Context: an optimization exercise on an open-source flow, tuned for small area. The choices shown serve that exercise and are no tape-out recipe. Only simulation tests tie the RTL to the original design; equivalence was not proved. The clock port is modelled as an ideal driver; clocking choices that lean on that would not hold on a real chip. Power is estimated from default activity; no workload was simulated.

`flow/design.v`:
```
module spi_slave(clk, rst_n, ss_n, mosi, miso, we, nwe, wdata, rgrp, rdata);
input clk, rst_n, ss_n, mosi;
output miso;
output [15:0] we, nwe;
output [7:0] wdata;
output [15:0] rgrp;
input [7:0] rdata;
reg [4:0] cnt;         
reg [3:0] ph;          
reg wpend;             
reg m1;                
reg ta, tw;            
reg [7:0] addr;        
reg [7:0] wa, wd;      
reg [7:0] rb;          
wire typ = (cnt == 5'd7);                      
wire body = (cnt[4:3] == 2'b01);               
wire write = (cnt == 5'd15) & tw;
wire commit = wpend & (ph == wa[3:0]);
wire shift_out = (cnt >= 5'd19);                  
always @(posedge clk or negedge rst_n)
  if (~rst_n) begin
    cnt <= 5'd4;
    ph <= 4'd0;
    wpend <= 1'b0;
  end else begin
    ph <= {ph[2:0], ph[3] ^ (ph[2] | ~(ph[1] | ph[0]))};
    if (ss_n)
      cnt <= 5'd4;
    else if (~shift_out)
      cnt <= cnt + 5'd1;
    if (write)
      wpend <= 1'b1;
    else if (commit)
      wpend <= 1'b0;
  end
always @(posedge clk) begin
  m1 <= mosi;
  if (typ) begin
    ta <= ~mosi;
    tw <= mosi & ~m1;
  end
  if (body & ta)
    addr <= {addr[6:0], mosi};
  if (body & tw)
    wd <= {wd[6:0], mosi};
  if (write)
    wa <= addr;
  if (shift_out)
    rb <= {rb[6:0], 1'b0};
  else if (ph == addr[3:0])
    rb <= rdata;
end
assign miso = rb[7];
assign wdata = wd;
assign rgrp = 16'd1 << addr[7:4];
assign we = commit ? (16'd1 << wa[7:4]) : 16'd0;
assign nwe = ~we;
endmodule
module ram(clk, we, nwe, wdata, rgrp, rdata);
input clk;
input [15:0] we;       
input [15:0] nwe;      
input [7:0] wdata;
input [15:0] rgrp;     
output [7:0] rdata;    
wire [127:0] sel;
genvar g;
generate
  for (g = 0; g < 16; g = g + 1) begin : grp
    reg [127:0] r;     
    wire [7:0] ins = {8{we[g]}} & wdata | {8{nwe[g]}} & r[127:120];
    always @(posedge clk)
      r <= {r[119:0], ins};
    assign sel[8*g+7:8*g] = rgrp[g] ? ins : 8'd0;
  end
endgenerate
assign rdata = sel[7:0] | sel[15:8] | sel[23:16] | sel[31:24]
             | sel[39:32] | sel[47:40] | sel[55:48] | sel[63:56]
             | sel[71:64] | sel[79:72] | sel[87:80] | sel[95:88]
             | sel[103:96] | sel[111:104] | sel[119:112] | sel[127:120];
endmodule
module spi_ram(clk,rst_n,ss_n,mosi,miso);
input clk,rst_n,ss_n,mosi;
output miso;
wire [15:0] we, nwe;
wire [7:0] wdata, rdata;
wire [15:0] rgrp;
ram r(clk,we,nwe,wdata,rgrp,rdata);
spi_slave s(clk,rst_n,ss_n,mosi,miso,we,nwe,wdata,rgrp,rdata);
endmodule
```
`flow/flow/run.sh`:
```
#!/bin/bash
# The standard layout, with two changes to clock tree synthesis: the sinks are
# clustered under clkbuf_8 leaf buffers without dummy loads, and afterwards
# post_cts.tcl upsizes every clock buffer whose sinks see a slow clock edge.
set -euo pipefail
here=$(pwd)
export CTS_ARGS="-sink_clustering_enable -repair_clock_nets -sink_clustering_size ${CTS_SIZE:-38} -sink_clustering_max_diameter ${CTS_DIAM:-80} -buf_list sky130_fd_sc_hd__clkbuf_16 -dont_use_dummy_load"
export POST_CTS_TCL="$here/flow/post_cts.tcl"
export POST_FLOORPLAN_TCL="$here/flow/post_floorplan.tcl"
export CLK_SLEW_TARGET="${CLK_SLEW_TARGET:-0.112}"
bash standard.sh > "$here/standard.log" 2>&1
```
`flow/flow/post_cts.tcl`:
```
# Make the clock edges at the flip-flops sharp enough. First upsize the clock
# buffers above the leaf level to clkbuf_16. Then, while a leaf buffer's
# flip-flop clock pins see a slew above CLK_SLEW_TARGET (ns, with
# placement-estimated parasitics), upsize it, or if it already is a clkbuf_16,
# split its sinks in two halves and give the farther half a new clkbuf_16
# driven from the same net as the leaf. Finally legalize the placement.
set thr $::env(CLK_SLEW_TARGET)
set up [dict create \
  sky130_fd_sc_hd__clkbuf_1 sky130_fd_sc_hd__clkbuf_2 \
  sky130_fd_sc_hd__clkbuf_2 sky130_fd_sc_hd__clkbuf_4 \
  sky130_fd_sc_hd__clkbuf_4 sky130_fd_sc_hd__clkbuf_8 \
  sky130_fd_sc_hd__clkbuf_8 sky130_fd_sc_hd__clkbuf_16]
set block [ord::get_db_block]
set big [[ord::get_db] findMaster sky130_fd_sc_hd__clkbuf_16]

proc clock_loads {inst} {
  set x [get_pins -of_objects $inst -filter "direction==output"]
  return [get_pins -of_objects [get_nets -of_objects $x] -filter "direction==input"]
}

# split the sinks of leaf buffer name in two; the half away from the buffer
# gets a new clkbuf_16 at its centre, on the same input net
proc split_leaf {name} {
  global block big
  set leaf [$block findInst $name]
  set onet [[$leaf findITerm X] getNet]
  set inet [[$leaf findITerm A] getNet]
  set pts {}
  foreach it [$onet getITerms] {
    if {[$it isInputSignal]} {
      lassign [[$it getInst] getLocation] x y
      lappend pts [list $it $x $y]
    }
  }
  set n [llength $pts]
  if {$n < 8} { return 0 }
  set xs [lsort -integer [lmap p $pts {lindex $p 1}]]
  set ys [lsort -integer [lmap p $pts {lindex $p 2}]]
  if {[lindex $xs end] - [lindex $xs 0] >= [lindex $ys end] - [lindex $ys 0]} {
    set k 1
  } else {
    set k 2
  }
  set pts [lsort -integer -index $k $pts]
  set lo [lrange $pts 0 [expr {$n / 2 - 1}]]
  set hi [lrange $pts [expr {$n / 2}] end]
  lassign [$leaf getLocation] bx by
  set b [expr {$k == 1 ? $bx : $by}]
  set mid [lindex [lindex $hi 0] $k]
  set moved [expr {$b < $mid ? $hi : $lo}]
  set sx 0; set sy 0
  foreach p $moved { set sx [expr {$sx + [lindex $p 1]}]; set sy [expr {$sy + [lindex $p 2]}] }
  set m [llength $moved]
  set new [odb::dbInst_create $block $big ${name}_split]
  set net [odb::dbNet_create $block ${name}_split]
  $net setSigType CLOCK
  [$new findITerm A] connect $inet
  [$new findITerm X] connect $net
  foreach p $moved {
    set it [lindex $p 0]
    $it disconnect
    $it connect $net
  }
  $new setLocation [expr {$sx / $m}] [expr {$sy / $m}]
  $new setPlacementStatus PLACED
  return 1
}

set n 0
foreach inst [get_cells clkbuf_*] {
  set inner 0
  foreach l [clock_loads $inst] {
    if {[string match *clkbuf* [get_property [get_cells -of_objects $l] ref_name]]} {
      set inner 1
    }
  }
  if {$inner && [get_property $inst ref_name] ne "sky130_fd_sc_hd__clkbuf_16"} {
    replace_cell [get_full_name $inst] sky130_fd_sc_hd__clkbuf_16
    incr n
  }
}
puts "post_cts: upsized $n clock buffers above the leaves"

for {set it 0} {$it < 4} {incr it} {
  estimate_parasitics -placement
  set drv [dict create]
  set worst 0
  set hist [dict create]
  foreach pin [get_pins -hierarchical */CLK] {
    set s [get_property $pin slew_max]
    dict incr hist [expr {int($s * 200) * 5}]
    if {$s > $worst} { set worst $s }
    if {$s > $thr} {
      foreach d [get_pins -of_objects [get_nets -of_objects $pin] -filter "direction==output"] {
        dict set drv [get_full_name [get_cells -of_objects $d]] 1
      }
    }
  }
  puts "post_cts: pass $it clock pin slews (ps bucket: pins) [lsort -stride 2 -integer $hist]"
  set n 0
  set s 0
  foreach inst [dict keys $drv] {
    set master [get_property [get_cells $inst] ref_name]
    if {[dict exists $up $master]} {
      replace_cell $inst [dict get $up $master]
      incr n
    } elseif {$master eq "sky130_fd_sc_hd__clkbuf_16" && [string match clkbuf_* $inst]} {
      incr s [split_leaf $inst]
    }
  }
  puts "post_cts: pass $it worst clock pin slew $worst, upsized $n and split $s leaf buffers"
  if {$n + $s == 0} { break }
  detailed_placement
}
global_connect
detailed_placement
check_placement -verbose
estimate_parasitics -placement
```
`flow/flow/post_floorplan.tcl`:
```
# Give every logic cell that synthesis sized up its smallest drive strength;
# the repair after global placement sizes cells up again wherever slew,
# capacitance or fanout need it. Flip-flops and clock cells are left alone.
set n 0
foreach inst [get_cells *] {
  set m [get_property $inst ref_name]
  if {![regexp {^sky130_fd_sc_hd__([a-z0-9]+)_([0-9]+)$} $m -> base drv]} { continue }
  if {$drv <= 1} { continue }
  if {[regexp {^(s?e?df|dl|clk|conb|tap|fill|decap|diode|ebuf|einv|lpflow|probe)} $base]} { continue }
  set new sky130_fd_sc_hd__${base}_1
  if {[llength [get_lib_cells -quiet */$new]] == 0} { continue }
  replace_cell [get_full_name $inst] $new
  incr n
}
puts "post_floorplan: downsized $n cells"
```
`flow/standard.sh`:
```
#!/bin/bash
# synth_recipe.tcl (not shown) runs the flow's synth.tcl, then flattens the netlist and writes it again
# the make line also repeats each setting of config.mk as NAME=value (left out here)
make -C /OpenROAD-flow-scripts/flow DESIGN_CONFIG=/design/flow/config.mk WORK_HOME=/design/flow/orfs CLKGATE_MAP_FILE= SYNTH_SCRIPT=/design/flow/synth_recipe.tcl "${@:-finish}"
```
`flow/config.mk`:
```
export PLATFORM = sky130hd
export DESIGN_NAME = spi_ram
export DESIGN_NICKNAME = spi_ram
export VERILOG_FILES = /design/flow/design.v
export SDC_FILE = /design/flow/constraint.sdc
export NUM_CORES = 4
export LEC_CHECK = 0
export CAP_MARGIN = 10
export CORE_MARGIN = 2
export CORE_UTILIZATION = 70
export SLEW_MARGIN = 10
export SYNTH_HIERARCHICAL = 1
```
`flow/constraint.sdc`:
```
create_clock -name core_clock -period 10.0 [get_ports {clk}]
set_input_delay 2.0000 -clock core_clock [delete_from_list [all_inputs] [get_ports {clk}]]
set_output_delay 2.0000 -clock core_clock [all_outputs]
set_load 0.01 [all_outputs]
```
==> impl_metrics.py <==
metrics = {
    "status": {
        "status": "aborted with a tool error",
        "stop_stage": "4_1_cts",
        "error": "Error: cts.tcl, 90 can't read \"block\": no such variable",
    },
    "logic_synthesis": {
        "synth-seq-area-share": 0.937,
        "synthesis.nets": 2488,
        "post_synth.cell_area_avg_um2": 18.2,
        "synthArstFlopShare": 0.00478,
        "synth_top_area_cell": "dfxtp_1",
        "synth.distinct_cells": 40,
        "synth_area_mm2": 0.0451,
        "synth_area_leaders": "dfxtp_1, a22o_1, edfxtp_1",
        "ys_ff_latch": 2093,
        "synth-edff-count": 33,
        "synth_ff_type": "dfxtp_1",
        "synth_top_area_frac": 0.909,
        "ys.warnings.count": 8,
        "syn_inst": 2482,
    },
    "die": {
        "die_w_um": 258,
        "start_util": 0.704,
        "chipHeight_um": 258,
        "ioPinCount": 5,
        "rows": 93,
    },
    "clocking": {
        "cts_sinks": 2093,
    },
    "placement": {
        "dpl.hpwl_um": 41000,
        "gp_congestion": 0.894,
        "numPortBuffers": 4,
    },
}
==> logic make-up after synthesis <==
| family | after synthesis | share of synthesized area |
|---|---|---|
| buf+inv | 68 | 0.00904 |
| simple gates | 100 | 0.0111 |
| xor+xnor | 11 | 0.00213 |
| flops | 2093 | 0.937 |
| fa+ha+maj | 2 | 0.000554 |
| compound gates | 207 | 0.0401 |
| mux | 1 | 0.000222 |
==> modules after synthesis, one instance, submodules excluded, excerpt <==
module     flip-flops and latches  area (µm²)  copies in the design
ram                          2048       43100                     1
spi_slave                      45        2000                     1
==> synth_stat cells, types with 4 or more instances <==
master / count
a221oi_1: 30
a22o_1: 167
and3_1: 5
buf_1: 7
buf_2: 5
buf_6: 9
buf_8: 7
clkbuf_1: 37
dfrtp_1: 9
dfxtp_1: 2050
edfxtp_1: 33
nand2_1: 24
nand2b_1: 4
nand4_1: 10
nor2_1: 32
nor3_1: 8
xnor2_1: 8
==> how the worst min path moves through the flow <==
stage	startpoint	endpoint	slack (ps)	cells past startpoint
after floorplan	r.grp[0].r[92]	r.grp[0].r[100]	310	0
after global placement	r.grp[3].r[94]	r.grp[3].r[102]	310	0
after detailed placement	r.grp[0].r[105]	r.grp[0].r[113]	310	0
==> power groups by stage <==
stage / Sequential (W) / Combinational (W) / Clock (W)
2_1_floorplan: 0.00858 / 0.0000555 / 0
3_3_place_gp: 0.00860 / 0.0000562 / 0
3_5_place_dp: 0.00860 / 0.0000587 / 0
==> stage by stage <==
stage / setup WS, ps / cell area (µm²) / hold WS [ps] / power, W / instances
2_1_floorplan: 7430 / 45100 / 310 / 0.00864 / 2482
3_3_place_gp: 6310 / 45800 / 309 / 0.00866 / 3278
3_5_place_dp: 6270 / 45800 / 312 / 0.00866 / 3278
